Background: an optimization exercise with open tools, aiming at small area, a short achievable clock period and few clock cycles per item. Do not read the settings as production practice.
Only simulation tests tie the RTL to the original design; equivalence was not proved.
Power is estimated from default activity; no workload was simulated.

==> willow: inputs <==
==> flow/design.v (excerpt) <==
module JAM (
input CLK,
input RST,
output [2:0] W,
output [2:0] J,
input [6:0] Cost,
output [3:0] MatchCount,
output [9:0] MinCost,
output Valid );
reg [6:0] cnt;
wire [5:0] q = cnt[5:0] - 6'd2;
wire run = (cnt >= 7'd2) && (cnt <= 7'd65);
wire [2:0] col = q[5:3];
wire [2:0] wk = q[2:0];
assign W = cnt[2:0];
assign J = cnt[5:3];
reg vr;
assign Valid = vr;
always @(posedge CLK or posedge RST)
  if (RST) vr <= 1'b0;
  else if (cnt == 7'd65) vr <= 1'b1;
always @(posedge CLK or posedge RST)
  if (RST) cnt <= 7'd0;
  else if (cnt != 7'd66) cnt <= cnt + 7'd1;
wire [5:0] qn = cnt[5:0] - 6'd1;
wire runn = (cnt >= 7'd1) && (cnt <= 7'd64);
wire selA = runn && !qn[3];
wire selB = runn && qn[3] && (qn[5:3] != 3'd7);
wire selZ = runn && (qn[5:3] == 3'd7);
reg [6:0] crA0;
always @(posedge CLK) crA0 <= selA ? Cost : 7'd0;
reg [6:0] crA1;
always @(posedge CLK) crA1 <= selA ? Cost : 7'h7f;
reg [6:0] crA2;
always @(posedge CLK) crA2 <= selA ? ~Cost : 7'd0;
reg [6:0] crA3;
always @(posedge CLK) crA3 <= selA ? ~Cost : 7'h7f;
reg [6:0] crB0;
always @(posedge CLK) crB0 <= selB ? Cost : 7'd0;
reg [6:0] crB1;
always @(posedge CLK) crB1 <= selB ? Cost : 7'h7f;
reg [6:0] crB2;
always @(posedge CLK) crB2 <= selB ? ~Cost : 7'd0;
reg [6:0] crB3;
always @(posedge CLK) crB3 <= selB ? ~Cost : 7'h7f;
reg [6:0] crZ;
always @(posedge CLK) crZ <= selZ ? Cost : 7'd0;
reg [7:0] act;
reg [7:0] fle;
always @(posedge CLK) act[0] <= runn && (qn[5:3] == 3'd0);
always @(posedge CLK) fle[0] <= (qn[2:0] <= 3'd0);
always @(posedge CLK) act[1] <= runn && (qn[5:3] == 3'd1);
always @(posedge CLK) fle[1] <= (qn[2:0] <= 3'd1);
always @(posedge CLK) act[2] <= runn && (qn[5:3] == 3'd2);
always @(posedge CLK) fle[2] <= (qn[2:0] <= 3'd2);
always @(posedge CLK) act[3] <= runn && (qn[5:3] == 3'd3);
always @(posedge CLK) fle[3] <= (qn[2:0] <= 3'd3);
always @(posedge CLK) act[4] <= runn && (qn[5:3] == 3'd4);
always @(posedge CLK) fle[4] <= (qn[2:0] <= 3'd4);
  ...
export LEC_CHECK = 0
export CAP_MARGIN = 20
export CORE_MARGIN = 2
export CORE_UTILIZATION = 45
export CTS_CLUSTER_DIAMETER = 90
export CTS_CLUSTER_SIZE = 25
export PLACE_DENSITY = 0.65
export SLEW_MARGIN = 20
create_clock -name core_clock -period 12.0 [get_ports {CLK}]
standard.sh (not shown) runs the stock make flow with config.mk's settings and CLKGATE_MAP_FILE= SYNTH_SCRIPT=/design/flow/synth_recipe.tcl, a recipe that flattens the netlist after the stock synthesis.
==> flow/flow/run.sh <==
#!/bin/bash
# Standard layout, except: the timing repair steps aim 8.4 ns above the required
# slack and work on the worst 5% of the endpoints below that, and the port
# buffers are buf_4 cells.
set -euo pipefail
export SETUP_SLACK_MARGIN=8.4
export TNS_END_PERCENT=5
export BUFFER_PORTS_ARGS="-buffer_cell sky130_fd_sc_hd__buf_4"
bash standard.sh > standard.log 2>&1
==> inputs of lagoon, as changes to willow <==
==> flow/flow/run.sh (replaced) <==
#!/bin/bash
# Standard layout, except: the timing repair steps aim 8.8 ns above the required
# slack and work on the worst 5% of the endpoints below that, and the port
# buffers are buf_4 cells.
set -euo pipefail
export SETUP_SLACK_MARGIN=8.8
export TNS_END_PERCENT=5
export BUFFER_PORTS_ARGS="-buffer_cell sky130_fd_sc_hd__buf_4"
bash standard.sh > standard.log 2>&1
Settings changed: CORE_UTILIZATION 45 to 40, PLACE_DENSITY 0.65 to not set.
==> inputs of sierra, as changes to willow <==
Settings changed: CORE_UTILIZATION 45 to 40, PLACE_DENSITY 0.65 to not set.
==> results.toml <==
[critical_path]
cell_with_the_largest_stage_delay_on_the_worst_path = "sky130_fd_sc_hd__dfxtp_4"
crit_required_ns = 12.68

[layout]
multiInputGateArea_sq_mm = 0.06807
final_cells = 15169

[sta]
final.min_clock_period_ns = 4.306
fmax_ghz = 0.2322

[power_and_ir_drop]
design_power_total_w = 0.04213

[die]
die_area_sq_mm = 0.2648

[run_status]
outcome = "no timing/DRC/antenna violations"

[route]
totalWireLength_mm = 512.5

[global_routing]
grt_util_all_layers_pct = 36.86
-- figures above: sierra

==> results.toml <==
[run_status]
outcome = "no timing/DRC/antenna violations"

[synth]
synthesis.area_sq_mm = 0.1043
synth_top_cell_by_area = "sky130_fd_sc_hd__dfxtp_1"
ys_seq_elements = 1822

[layout]
final_cells = 14864
layout.cells.most_common_list = "1758 x sky130_fd_sc_hd__dfxtp_1, 1486 x sky130_fd_sc_hd__ha_1, 870 x sky130_fd_sc_hd__inv_1"
multiInputGateArea_sq_mm = 0.06791

[critical_path]
cell_with_the_largest_stage_delay_on_the_worst_path = "sky130_fd_sc_hd__a311oi_4"
worstReg2RegEnd = "nB7_4[3]"
crit_family = "compound AO/OA/AOI/OAI gates"
crit_required_ns = 12.67

[die]
die_area_sq_mm = 0.2356

[global_routing]
first_global_vias = 84251

[power_and_ir_drop]
design_power_total_w = 0.04225
cell_internal_power_dissipation_w = 0.02104

[sta]
worst_hold_slack_ns = 0.3465
fmax_ghz = 0.2286

[clocking]
h-tree-depth = 3

[route]
totalWireLength_mm = 520.0
-- figures above: willow

==> results.toml <==
[critical_path]
cell_with_the_largest_stage_delay_on_the_worst_path = "sky130_fd_sc_hd__ha_2"
worstReg2RegEnd = "nA2_2[3]"
timing.critical_path.arrival_ns = 5.04
crit_required_ns = 12.68

[sta]
final.setup.tns_ns = 0
final.min_clock_period_ns = 4.357
fmax_ghz = 0.2295

[synth]
synth_cell_type_count = 84

[layout]
clkCellAreaFrac_pct = 3.034
final_cells = 15154

[route]
totalWireLength_mm = 510.5

[global_routing]
global_route_met2_usage_pct = 52.73
wire_length_of_the_first_global_routing_pass_mm = 671.2
maximum_number_of_pins_on_one_net_before_global_route_repair = 45
grt_util_all_layers_pct = 36.87

[power_and_ir_drop]
total_leakage_power_nw = 54.39
design_power_total_w = 0.04216

[die]
die_area_sq_mm = 0.2648

[run_status]
outcome = "no timing/DRC/antenna violations"
-- figures above: lagoon

Testbench counts of willow, summed over its fixed seeds: cycles 804, jobs 12.
Testbench counts of lagoon, summed over its fixed seeds: cycles 804, jobs 12.
Testbench counts of sierra, summed over its fixed seeds: cycles 804, jobs 12.

========
==> raven <==
Starting RTL as in the previous note.
export LEC_CHECK = 0
export CAP_MARGIN = 20
export CORE_MARGIN = 2
export CORE_UTILIZATION = 40
export CTS_CLUSTER_DIAMETER = 90
export CTS_CLUSTER_SIZE = 25
export SLEW_MARGIN = 20
create_clock -name core_clock -period 12.0 [get_ports {CLK}]
==> flow/flow/run.sh <==
#!/bin/bash
# Standard layout, except: the timing repair steps aim 8 ns above the required
# slack and work on the worst 10% of the endpoints below that, and the port
# buffers are buf_4 cells.
set -euo pipefail
export SETUP_SLACK_MARGIN=8
export TNS_END_PERCENT=10
export BUFFER_PORTS_ARGS="-buffer_cell sky130_fd_sc_hd__buf_4"
bash standard.sh > standard.log 2>&1
==> amber (differences from raven) <==
==> flow/flow/run.sh (replaced) <==
#!/bin/bash
# Standard layout, except: the timing repair steps aim 8 ns above the required
# slack and work on the worst 5% of the endpoints below that, and the port
# buffers are buf_4 cells.
set -euo pipefail
export SETUP_SLACK_MARGIN=8
export TNS_END_PERCENT=5
export BUFFER_PORTS_ARGS="-buffer_cell sky130_fd_sc_hd__buf_4"
bash standard.sh > standard.log 2>&1
==> comparison table <==
quantity	amber	raven
Outcome	finished clean	finished clean
Fraction of power spent switching nets	0.503	0.504
Maximum single-stage delay on the critical path	400 ps	380 ps
Data required time of the critical path	12,750 ps	12,730 ps
Non-filler instance count after layout	15,133	15,197
DRT met1 WL	203,000 µm	208,000 µm
NetSw	20.9 mW	21.3 mW
Part of the total power dissipated in sequential elements	0.336	0.334
Total via count in the routed design	90,668	91,239
Power in sequential cells	14.0 mW	14.1 mW
Worst hold path endpoint	vA2_5[0]	vB6_2[1]
Clock network area share	0.0347	0.0296
Buffers, non-clock	591	686
Total length of routed met3 wires	51,300 µm	51,400 µm
Initial antenna violation count	85	87
Testbench counts of raven, summed over its fixed seeds: cycles 804, jobs 12.
Testbench counts of amber, summed over its fixed seeds: cycles 804, jobs 12.

[what the ideal ports hide]
The flow's constraints put no driver on any port. The routed layouts listed below were extracted and timed again, unchanged, in two steps. Step 1 (the two cells are an assumption about what drives the block):
set clk [get_ports {CLK}]
set_driving_cell -lib_cell sky130_fd_sc_hd__clkbuf_16 $clk
set_driving_cell -lib_cell sky130_fd_sc_hd__buf_2 [delete_from_list [all_inputs] $clk]
Step 2 also shifts input and output timing later by t, the mid clock arrival at the registers, as if the neighbouring blocks saw the same clock. Three values: ideal, step 1, step 2; two values: the first two.
run | t (ns) | slack for setup (ns) | worst setup path after step 2 | worst slew at a driven data input, ns
willow | 0.933 | 7.626 / 7.626 / 7.626 | register to register | 0.03
lagoon | 0.939 | 7.643 / 7.643 / 7.643 | register to register | 0.03
sierra | 0.939 | 7.694 / 7.694 / 7.694 | register to register | 0.03
raven | 0.930 | 7.676 / 7.676 / 7.676 | register to register | 0.03
amber | 0.926 | 7.609 / 7.609 / 7.609 | register to register | 0.03
After both steps every run listed still meets setup and hold.
